This is an optimization exercise on Yosys and OpenROAD, whose aim is small area, not a production implementation. Function was checked by simulation only, so behaviour that the tests miss may differ from the original.

==> run F <==
==> flow/design.v (excerpt) <==
module Txt_Renderer(
	input              CLOCK_50,
	input              RST_N,         
	input       [3:1]  KEY,
	input       [9:0]  SW,
	output      [6:0]  HEX3,
	output      [6:0]  HEX5,
	output             LEDR0,
	input       [31:0] from_hps,
	output      [7:0]  hps_dout1,     
	output      [7:0]  hps_dout2,     
	output             hps_op_cplt,   
	output      [2:0]  hps_sens_mode, 
	output      [3:1]  hps_sens_t,    
	output             hps_graph,     
	output      [12:0] p1_addr,
	output             p1_we,
	output      [7:0]  p1_w,
	input       [7:0]  p1_r,
	output      [12:0] p2_addr,
	input       [7:0]  p2_r,
	output VGA_CLK,
	output VGA_BLANK_N,
	output VGA_HS,
	output VGA_VS,
	output [7:0]VGA_R,
	output [7:0]VGA_B,
	output [7:0]VGA_G
);
Settings: LEC_CHECK=0, CAP_MARGIN=20, CORE_MARGIN=2, CORE_UTILIZATION=40, SLEW_MARGIN=20, SYNTH_MEMORY_MAX_BITS=65536; clock period 30.0 ns.
run.sh (not shown) runs the stock make flow with config.mk's settings and CLKGATE_MAP_FILE= SYNTH_SCRIPT=/design/flow/synth_recipe.tcl, a recipe that flattens the netlist after the stock synthesis.
==> run Y (differences from run F) <==
==> flow/config.mk (replaced) <==
export PLATFORM = sky130hd
export DESIGN_NAME = Txt_Renderer
export DESIGN_NICKNAME = Txt_Renderer
export VERILOG_FILES = /design/flow/design.v
export SDC_FILE = /design/flow/constraint.sdc
export NUM_CORES = 4
export LEC_CHECK = 0
export CAP_MARGIN = 5
export CORE_MARGIN = 2
export CORE_UTILIZATION = 55
export PLACE_DENSITY = 0.72
export SLEW_MARGIN = 5
export SYNTH_MEMORY_MAX_BITS = 65536
==> run H (differences from run F) <==
--- a/flow/design.v
+++ b/flow/design.v
@@ -139,17 +139,17 @@
 module Mem_Controller #(
 	parameter M_WIDTH=8,
 	parameter M_DEPTH=8192) (
 	input clk, rst, 
 	input [2:0] cmd,
 	input [$clog2(M_DEPTH)-1:0] addr,
 	input [M_WIDTH-1:0] din1,din2, mem_out,
 	output reg [M_WIDTH-1:0] dout1, dout2, mem_in,
-	output reg mem_w_nr,
+	output mem_w_nr,
 	output reg [$clog2(M_DEPTH)-1:0] mem_addr,
 	output op_cplt_flag);
 	reg [3:0] state;
 	localparam  idle=4'b0000,
 				r1_1=4'b0001,
 				r1_2=4'b0010,
 				r1_3=4'b0011,
 				r2_1=4'b0100,
@@ -188,77 +188,66 @@
 				w2_2: state <= w2_3;
 				w2_3: state <= op_cplt;
 				op_cplt: state <= cmd[2] ? op_cplt : idle;
 				default: state <= idle; 
 			endcase
 		end
 	end
 	assign op_cplt_flag = state==op_cplt ? 1'b1 : 1'b0;
+	assign mem_w_nr = (state == w1_2) | (state == w2_2) | (state == w2_3);
 	always @(posedge clk or posedge rst) begin : mem_control
 		if (rst) begin
 			mem_addr <= 0;
-			mem_w_nr <= 0;
 			mem_in <= 0;
 			dout1 <= 0;
 			dout2 <= 0;	
 		end else begin
 			case (state)
-				r1_1: begin
-					mem_addr <= addr;
-					mem_w_nr <= 1'b0;
-				end 
+				r1_1: mem_addr <= addr; 
 				r1_3: dout1 <= mem_out;
-				r2_1: begin
-					mem_addr <= addr;
-					mem_w_nr <= 1'b0;
-				end
+				r2_1: mem_addr <= addr;
 				r2_2: mem_addr <= addr+1;
 				r2_3: dout1 <= mem_out;
 				r2_4: dout2 <= mem_out;
 				w1_1: begin
 					mem_addr <= addr;
-					mem_w_nr <= 1'b1;
 					mem_in <= din1;
 				end
-				w1_2: mem_w_nr <= 1'b0;
 				w2_1: begin
 					mem_addr <= addr;
-					mem_w_nr <= 1'b1;
 					mem_in <= din1;
 				end
 				w2_2: begin
 					mem_addr <= addr+1;
 					mem_in <= din2;
 				end
-				w2_3: mem_w_nr <= 1'b0;
 			endcase
 		end
 	end
 endmodule
 module Axes_Checker (
-	input [9:0] px,
+	input [9:0] p,
 	input [8:0] py,
 	output pxy_line);
 	function [2:0] hw(input [3:0] a);
 		hw = (4'd10 - a) >> 1;
 	endfunction
-	function in_arrow(input [3:0] a, input [3:0] d);
-		reg [2:0] h;
-		begin
-			h = hw(a);
-			in_arrow = ({1'b0, d} + h >= 5'd7) && ({1'b0, d} <= 5'd7 + h);
-		end
-	endfunction
-	wire px_5_9 = (px >= 10'd5) & (px <= 10'd9);
+	wire px_5_9 = (p >= 10'd1022) | (p <= 10'd2);             
 	wire py_5_9 = (py >= 9'd5) & (py <= 9'd9);
-	wire x_ax  = (px >= 10'd7) & (px <= 10'd606) & py_5_9;
+	wire x_ax  = (p <= 10'd599) & py_5_9;                      
 	wire y_ax  = (py >= 9'd7) & (py <= 9'd456) & px_5_9;
-	wire x_arr = (px >= 10'd607) & (px <= 10'd616) & (py[8:4] == 5'd0) & in_arrow(px[3:0] + 4'd1, py[3:0]);
-	wire y_arr = (py >= 9'd457) & (py <= 9'd466) & (px[9:4] == 6'd0) & in_arrow(py[3:0] + 4'd7, px[3:0]);
+	wire [3:0] ax = p[3:0] + 4'd8;                             
+	wire [2:0] hx = hw(ax);
+	wire x_arr = (p >= 10'd600) & (p <= 10'd609) & (py[8:4] == 5'd0) &
+	             ({1'b0, py[3:0]} + hx >= 5'd7) & ({1'b0, py[3:0]} <= 5'd7 + hx);
+	wire [3:0] ay = py[3:0] + 4'd7;                            
+	wire [2:0] hy = hw(ay);
+	wire [9:0] p_abs = p[9] ? -p : p;
+	wire y_arr = (py >= 9'd457) & (py <= 9'd466) & (p_abs <= {7'd0, hy});
 	assign pxy_line = x_ax | y_ax | x_arr | y_arr;
 endmodule
 module PX_Lin_Interpol (
     input [7:0] E,
     input [7:0] O,
     input w,
     input [4:0] f,
     input [7:0] Y,
@@ -273,18 +262,17 @@
                 c = (a[k] & b[k]) | (c & (a[k] ^ b[k]));
             end
             add9 = {c, s};
         end
     endfunction
     wire [7:0] c0 = w ? O : E;
     wire [9:0] d_full = add9({1'b0, O}, ~{1'b0, E}, 1'b1);     
     wire sd = d_full[8];
-    wire nz = |d_full[7:0];
-    wire neg = w ? (~sd & nz) : sd;
+    wire neg = w ^ sd;
     wire [7:0] x = d_full[7:0] ^ {8{sd}};                       
     reg [12:0] acc;
     reg [12:0] pp, sm;
     reg cr;
     integer b, k;
     always @(*) begin
         acc = sd ? {8'b0, f} : 13'b0;
         for (b = 0; b < 5; b = b + 1) begin
@@ -2034,37 +2022,39 @@
 	wire trg = trg_q1 & ~trg_q2;
 	reg led_set;
 	always @(posedge CLOCK_50 or posedge rst) begin
 		if (rst) led_set <= 1'b0;
 		else if (trg) led_set <= 1'b1;
 	end
 	assign LEDR0 = led_set;
 	reg [6:0] cnt;
-	reg full;        
 	wire refr = cnt != 7'd0;
 	always @(posedge CLOCK_50 or posedge rst) begin
-		if (rst) begin
-			cnt <= 7'd0; full <= 1'b0;
-		end else begin
-			if (trg | refr) cnt <= (cnt == 7'd100) ? 7'd0 : inc13({6'b0, cnt});
-			if (cnt == 7'd100) full <= 1'b1;
-		end
+		if (rst) cnt <= 7'd0;
+		else if (trg | refr) cnt <= (cnt == 7'd100) ? 7'd0 : inc13({6'b0, cnt});
+	end
+	reg [7:0]  cnt_lo;
+	reg [15:0] cnt_hi;
+	integer q;
+	always @(*) begin
+		for (q = 0; q < 8; q = q + 1)  cnt_lo[q] = rst | (cnt[2:0] == q);
+		for (q = 0; q < 16; q = q + 1) cnt_hi[q] = rst | (cnt[6:3] == q);
 	end
 	reg [7:0] col [0:99];
+	wire [7:0] col_d = p2_r & {8{RST_N}};
 	genvar j;
 	generate
 		for (j = 0; j < 100; j = j + 1) begin : cols
 			always @(posedge CLOCK_50)
-				if (cnt == j + 1) col[j] <= p2_r;
+				if (cnt_lo[(j + 1) % 8] & cnt_hi[(j + 1) / 8]) col[j] <= col_d;
 		end
 	endgenerate
 	assign p2_addr = SW[0] ? {6'b010000, SW[1] ? SW[8:2] : cnt} : {3'b000, ci};
 	wire [2:0] r_shift = SW[8:6];
-	wire [9:0] px_a = add12({2'b0, px_x}, {9'h1ff, ~r_shift}, 1'b1);    
 	wire [9:0] p0 = add12({2'b0, px_x}, 12'hff9, 1'b0);
 	wire [5:0] f_full = add12({7'b0, p0[4:0]}, {9'h1ff, ~r_shift}, 1'b1);
 	wire brw = f_full[5];
 	wire [4:0] f_g = f_full[4:0];
 	wire [4:0] i0 = p0[9:5];
 	wire [4:0] i0m = dec13({8'b0, i0});
 	wire [4:0] ci_g = brw ? i0m : i0;
 	wire oob = (ci_g > 5'd19) | ((ci_g == 5'd19) & (f_g != 5'd0));
@@ -2077,44 +2067,36 @@
 	wire sw_eo = ci_g[0];
 	reg  [10:0] sel_e;
 	reg  [9:0]  sel_o;
 	integer n;
 	always @(*) begin
 		for (n = 0; n < 11; n = n + 1) sel_e[n] = brw ? (h_e1 == n) : (h_e0 == n);
 		for (n = 0; n < 10; n = n + 1) sel_o[n] = brw ? (h_o1 == n) : (h_o0 == n);
 	end
-	wire [11:0] dl0 = add12({5'b0, cnt}, ~{7'b0, i0}, 1'b0);    
-	wire [11:0] dl1 = add12({5'b0, cnt}, ~{7'b0, i0}, 1'b1);    
-	wire [11:0] dl = brw ? dl1 : dl0;
-	wire dl_neg = dl[11];
 	wire [4:0] pxy;
 	genvar k;
 	generate
 		for (k = 0; k < 5; k = k + 1) begin : curves
 			reg [7:0] ev, od;
 			integer m;
 			always @(*) begin
 				ev = 8'd0; od = 8'd0;
 				for (m = 0; m < 10; m = m + 1) begin
 					ev = ev | ({8{sel_e[m]}} & col[20*k + 2*m]);
 					od = od | ({8{sel_o[m]}} & col[20*k + 2*m + 1]);
 				end
 			end
-			wire v0 = full | (~dl_neg & (dl[10:0] >= 20*k + 1));
-			wire v1 = full | (~dl_neg & (dl[10:0] >= 20*k + 2));
-			wire [7:0] e_m = ev & {8{sw_eo ? v1 : v0}};
-			wire [7:0] o_m = od & {8{sw_eo ? v0 : v1}};
 			wire hit;
-			PX_Lin_Interpol lerp (.E(e_m), .O(o_m), .w(sw_eo), .f(f_g), .Y(Y), .pxy(hit));
+			PX_Lin_Interpol lerp (.E(ev), .O(od), .w(sw_eo), .f(f_g), .Y(Y), .pxy(hit));
 			wire en_k = (k < 2) ? sens_mode[k] : sens_mode[2];
 			assign pxy[k] = hit & ~oob & en_k;
 		end
 	endgenerate
 	wire axes;
-	Axes_Checker axes_checker (.px(px_a), .py(py), .pxy_line(axes));
+	Axes_Checker axes_checker (.p({ci_g, f_g}), .py(py), .pxy_line(axes));
 	wire [7:0] graph_R, graph_G, graph_B;
 	Graph_TH_Handler G_TH_Handler (.px_code({axes, pxy}),
 		.graph_R(graph_R), .graph_G(graph_G), .graph_B(graph_B));
 	assign VGA_R = SW[0] ? graph_R : txt_R;
 	assign VGA_G = SW[0] ? graph_G : txt_G;
 	assign VGA_B = SW[0] ? graph_B : txt_B;
 endmodule
==> flow/flow/run.sh (new file) <==
#!/bin/bash
# Layout flow: the standard layout (standard.sh, ORFS make targets) run
# with a copy of the ORFS scripts that changes how the layout is made, not
# what it must meet:
#  - synthesis maps to cells with flow/abc_area.script, an area-oriented ABC
#    script (rounds of &dc2, &dch and &nf with delay relaxed, no buffering
#    or upsizing; the later ORFS
#    repair steps still fix slew, capacitance and timing);
#  - clock tree synthesis inserts no dummy loads;
#  - port buffers are buf_1 cells.
# Every tool's output goes to ORFS's logs under orfs/logs; make's own output
# goes to flow_make.log here.
set -euo pipefail
rm -rf scripts_area
cp -r "$FLOW_HOME/scripts" scripts_area
cp flow/abc_area.script scripts_area/abc_speed.script
sed -i 's/^  -sink_clustering_enable \\$/  -sink_clustering_enable -dont_use_dummy_load \\/' scripts_area/cts.tcl
grep -q -- '-dont_use_dummy_load' scripts_area/cts.tcl
bash standard.sh SCRIPTS_DIR="$PWD/scripts_area" \
  "BUFFER_PORTS_ARGS=-buffer_cell sky130_fd_sc_hd__buf_1" \
  finish > flow_make.log 2>&1
==> flow/flow/abc_area.script (new file) <==
&get -n
&st
&dc2
&dch -f
&nf -R 1000 -p
&st
&dc2
&dch -f
&nf -R 1000 -p
&st
&dc2
&dch -f
&nf -R 1000 -p
&st
&dc2
&dch -f
&nf -R 1000 -p
&put
topo
stime -c
==> flow/standard.sh (new file) <==
#!/bin/bash
# synth_recipe.tcl (not shown) runs the flow's synth.tcl, then flattens the netlist and writes it again
# the make line also repeats each setting of config.mk as NAME=value (left out here)
make -C /OpenROAD-flow-scripts/flow DESIGN_CONFIG=/design/flow/config.mk WORK_HOME=/design/flow/orfs CLKGATE_MAP_FILE= SYNTH_SCRIPT=/design/flow/synth_recipe.tcl "${@:-finish}"
==> flow/config.mk (replaced) <==
export PLATFORM = sky130hd
export DESIGN_NAME = Txt_Renderer
export DESIGN_NICKNAME = Txt_Renderer
export VERILOG_FILES = /design/flow/design.v
export SDC_FILE = /design/flow/constraint.sdc
export NUM_CORES = 4
export LEC_CHECK = 0
export CAP_MARGIN = 10
export CORE_MARGIN = 2
export CORE_UTILIZATION = 55
export CTS_CLUSTER_DIAMETER = 70
export CTS_CLUSTER_SIZE = 28
export PLACE_DENSITY = 0.7
export SLEW_MARGIN = 10
export SYNTH_MEMORY_MAX_BITS = 65536
removed: flow/run.sh
==> comparison <==
- The lowest non-clock buffer count belongs to run H, the highest to run F.
- The lowest sequential share of layout area belongs to run F, the highest to run H.
- The highest first-iteration DRC count belongs to run Y, the lowest to run F.
- Synthesized cell count is the same in run F and run Y.
- The highest cell count belongs to run F, the lowest to run H.
- Global-route usage, lowest first: run F, run H, run Y.
- Against run Y, the count of clock-buffer cells in the layout of run H is lower by 60.
==> figures <==
Status: run H complete, no violations; run Y complete, no violations; run F complete, no violations
Place WS: run H 1.78 ns; run Y 0.626 ns; run F 0.706 ns
Max Clock Skew: run H 0.0889 ns; run Y 0.0364 ns; run F 0.0577 ns
Avg Vias per Cell: run H 6.99; run Y 6.92; run F 6.23
Maximum number of pins on one net before global-route repair: run H 101; run Y 87; run F 89
Worst slack on hold paths: run H 0.366 ns; run Y 0.378 ns; run F 0.380 ns
Routed wl met2: run H 76.3 mm; run Y 88.0 mm; run F 88.0 mm
Endpoint of the worst hold path: run H key_q2[1]; run Y key_q2[1]; run F trg_q2
Area of combinational cells with multiple inputs: run H 20,700 µm²; run Y 25,000 µm²; run F 25,000 µm²
Global-route met1 utilization: run H 0.547; run Y 0.550; run F 0.463
Gpl congestion: run H 1.08; run Y 1.10; run F 1.07
Vias in the first global route: run H 35,172; run Y 41,327; run F 40,895
Post-Syn Area per Cell: run H 12.7 µm²; run Y 11.2 µm²; run F 11.2 µm²
Clk slew on worst S/H paths: run H 0.04 ns; run Y 0.06 ns; run F 0.06 ns
Number of DRC markers after the initial detailed-route iteration: run H 6,273; run Y 6,402; run F 5,363
Met2 demand-to-capacity share in global routing: run H 0.577; run Y 0.600; run F 0.438
N_taps: run H 1,155; run Y 1,276; run F 1,768
Post-synthesis sequential element count: run H 909; run Y 911; run F 911

==> re-timing with driven ports <==
In the flow no input, the clock included, has a driving cell. The finished layouts below were timed again as built, in two steps.
Step 1: set_driving_cell puts a clkbuf_16 on CLOCK_50 and a buf_2 on each other input, an assumption about the parent block.
Step 2 moves the port delays by t, midway between the first and last clock arrival at a register: inputs arrive t later, outputs are due t later. That takes back most of the time a late clock gives input paths.
Slacks: ideal ports / drivers / drivers and shift; pairs: ideal ports / drivers.
| run | t, ns | slack for setup (ns) | latest minus earliest clock arrival (ns) | worst slew at a driven data input, ns |
|---|---|---|---|---|
| run F | 0.748 | 0.952 / 0.917 / 0.917 | 0.061 / 0.061 | 0.07 |
| run Y | 0.750 | 0.706 / 0.666 / 0.666 | 0.043 / 0.043 | 0.06 |
| run H | 0.706 | 1.580 / 1.552 / 1.552 | 0.111 / 0.111 | 0.13 |
After both steps setup and hold are still met in every run listed. The setup slack of run Y, which loses most, moves by -0.040 ns with the drivers and by -0.040 ns with both steps.
